Source: an optimization exercise on an open RTL-to-GDS flow (aim: small area, a short achievable clock period and few clock cycles). Production flows keep margins and buffers that such runs may drop. Where RTL was checked, it was by simulation tests only, not by an equivalence proof against the original. Power figures rest on the tool's default switching activity, not on a simulated workload.

## mips_core
module mips_core(
    input         clk,
    input         rst_n,
    output [31:0] imem_addr,
    input  [31:0] imem_data,
    output [31:0] dmem_addr,
    output [31:0] dmem_wdata,
    output        dmem_we,
    input  [31:0] dmem_rdata
);
Size: roughly 1400 flip-flops, roughly 160 I/O pins, roughly 0.082 mm^2 of cells after synthesis.
clock: 19.0 ns
lec_check: 0
cap_margin: 20
core_margin: 2
core_utilization: 45
slew_margin: 20
tns_end_percent: 20
standard.sh (not shown) runs the stock make flow with config.mk's settings and CLKGATE_MAP_FILE= SYNTH_SCRIPT=/design/flow/synth_recipe.tcl, a recipe that flattens the netlist after the stock synthesis.
==> flow/flow/run.sh <==
#!/bin/bash
set -euo pipefail
MARGIN=$(cat flow/margin.txt)
bash standard.sh SETUP_SLACK_MARGIN="$MARGIN" finish > make_finish.log 2>&1
==> flow/flow/margin.txt <==
13.8
Rerun with:
Settings changed: TNS_END_PERCENT 20 to default.
Effect: Sequential share of layout area barely changes. Total power came out lower by 1.4%. Utilization is about the same. Die area is unchanged. Count of clock-buffer cells in the layout shrinks by 20.
Rerun with:
Settings changed: CTS_CLUSTER_DIAMETER from default to 120, CTS_CLUSTER_SIZE from default to 24.
Outcome:
- The new run completed without violations
- synthesized cell count is unchanged
- wire length falls slightly
- sequential share of layout area increases by 0.96 points
- clock power fell by well over a third
No run of this note included a check of the RTL's function; only the layout flow was run.

---

## indigo
Another version of the RTL of mips_core (not shown whole).
Size in the first run: ~1,300 flip-flops, ~0.070 sq mm of cells after synthesis.
Settings: LEC_CHECK=0, CAP_MARGIN=20, CORE_MARGIN=2, CORE_UTILIZATION=40, CTS_CLUSTER_DIAMETER=110, CTS_CLUSTER_SIZE=22, SLEW_MARGIN=20; clock period 19.0 ns.
==> flow/flow/margin.txt <==
13.85
Scripts as last shown in full above: flow/flow/run.sh
Testbench counts of indigo, summed over its fixed seeds: cycles 103,356.
#### Input delta (willow over indigo)
- CORE_UTILIZATION now 45, was 40
==> flow/flow/margin.txt <==
13.75
Notes after the runs:
Diff indigo -> willow: total power after layout has decreased; ratio of cells with drive above 1 in the final layout has decreased.
As far as final-report max-slew violation count goes, willow and indigo are indistinguishable; the numbers are identical.
Of the two values seen for timing startpoint of the critical path, sel_b[9] was produced by indigo and sel_a[19] by willow.
The run showing the greater part of the total power dissipated in combinational logic is indigo.
[compare] base=indigo new=willow: compound-cell area share of the yosys netlist closely matched the old numbers, total length of routed wires rose 1.9%, detail-routed via count per cell rose 3.6%, worst path setup slack after routing fell by 0.13 ns.
Compared with indigo, willow shows a die area that is about 11% lower.
diff inputs: willow => juniper
- swapping 45 for 40 in CORE_UTILIZATION
==> notes.md <==
- Looking at the reports, juniper completed the entire flow and the layout it produced met the timing, design-rule and antenna checks.
- Timing startpoint of the critical path: sel_a[19] -> willow, sel_a[15] -> juniper
- Summary — effective utilization at floorplan, juniper relative to willow: lower, by 4.8 points.
- Lower core utilization among juniper and willow: juniper
- Amount of wire on met3 after detailed routing: juniper vs willow down 7000 microns
- The run showing the smaller number of buffers created by CTS is juniper.
- Die: juniper bigger than willow
- Diff willow..juniper | sequential area share after synthesis | unchanged
- HPWL after detailed placement down about 2.6% in juniper wrt willow

---

Another version of the RTL of mips_core (not shown whole).
For scale: ~6,900 cells after synthesis, ~160 I/O pins, about 74,000 µm² of cells after synthesis.
Design mips_core, start of the top module:
module mips_core(
    input         clk,
    input         rst_n,
    output [31:0] imem_addr,
    input  [31:0] imem_data,
    output [31:0] dmem_addr,
    output [31:0] dmem_wdata,
    output        dmem_we,
    input  [31:0] dmem_rdata
);
Settings: LEC_CHECK=0, CAP_MARGIN=20, CORE_MARGIN=2, CORE_UTILIZATION=45, CTS_CLUSTER_DIAMETER=110, CTS_CLUSTER_SIZE=22, SLEW_MARGIN=20; clock period 19.0 ns.
==> flow/flow/margin.txt <==
13.85
Scripts as last shown in full above: flow/flow/run.sh
The starting point completed with no timing, DRC or antenna violations.
Testbench counts at the start, summed over its fixed seeds: cycles 103,356.
Then changed:
==> flow/flow/margin.txt (replaced) <==
13.75
--- a/flow/config.mk
+++ b/flow/config.mk
@@ -9,5 +9,3 @@
 export CORE_MARGIN = 2
 export CORE_UTILIZATION = 45
-export CTS_CLUSTER_DIAMETER = 110
-export CTS_CLUSTER_SIZE = 22
 export SLEW_MARGIN = 20
The new run completed with no timing, DRC or antenna violations.
Register-to-register slack is worse by 0.09 ns.
Final cell count went up slightly.
Utilization rose by 1.2 points.
Then changed:
==> flow/flow/run.sh (replaced) <==
#!/bin/bash
set -euo pipefail
MARGIN=$(cat flow/margin.txt)
CTS=$(cat flow/cts_args.txt)
bash standard.sh SETUP_SLACK_MARGIN="$MARGIN" "CTS_ARGS=$CTS" finish > make_finish.log 2>&1
==> flow/flow/cts_args.txt (new file) <==
-sink_clustering_enable -repair_clock_nets -sink_clustering_size 22 -sink_clustering_max_diameter 110 -dont_use_dummy_load
Cell count came out lower by 2.0%.
Combinational power is about the same.
Die area does not change.
Final area drops by 3.7%.

==> re-timing with driven ports <==
In the flow no input, the clock included, has a driving cell. The finished layouts below were timed again as built, in two steps. Step 1 (the two cells are an assumption about what drives the block):
set clk [get_ports {clk}]
set_driving_cell -lib_cell sky130_fd_sc_hd__clkbuf_16 $clk
set_driving_cell -lib_cell sky130_fd_sc_hd__buf_2 [delete_from_list [all_inputs] $clk]
Step 2 also shifts input and output timing later by t, the mid clock arrival at the registers, as if the neighbouring blocks saw the same clock. a / b / c = no drivers / after step 1 / after step 2; a / b = the first two.
| run | t (ns) | slack for setup (ns) | worst setup path after step 2 | worst register clock-pin slew, ns | worst slew at a driven data input, ns |
|---|---|---|---|---|---|
| the first run of note 1 | 0.894 | 13.689 / 13.637 / 12.743 | input to register | 0.08 / 0.08 | 0.23 |
| the second run of note 1 | 0.899 | 13.796 / 13.688 / 12.789 | input to register | 0.09 / 0.09 | 0.26 |
| the third run of note 1 | 0.796 | 13.748 / 13.591 / 12.795 | input to register | 0.12 / 0.12 | 0.33 |
| indigo | 0.815 | 13.626 / 13.626 / 12.920 | input to register | 0.10 / 0.10 | 0.08 |
| willow | 0.806 | 13.498 / 13.498 / 12.836 | input to register | 0.11 / 0.11 | 0.09 |
| juniper | 0.805 | 13.635 / 13.586 / 12.935 | input to register | 0.10 / 0.10 | 0.09 |
| the first run of note 3 | 0.838 | 13.715 / 13.715 / 12.985 | input to register | 0.11 / 0.11 | 0.08 |
| the second run of note 3 | 0.895 | 13.624 / 13.624 / 12.950 | input to register | 0.07 / 0.07 | 0.09 |
| the third run of note 3 | 0.789 | 13.551 / 13.551 / 12.875 | input to register | 0.10 / 0.10 | 0.09 |
After both steps setup and hold are still met in every run listed. The setup slack of the second run of note 1, which loses most, moves by -0.108 ns with the drivers and by -1.007 ns with both steps.
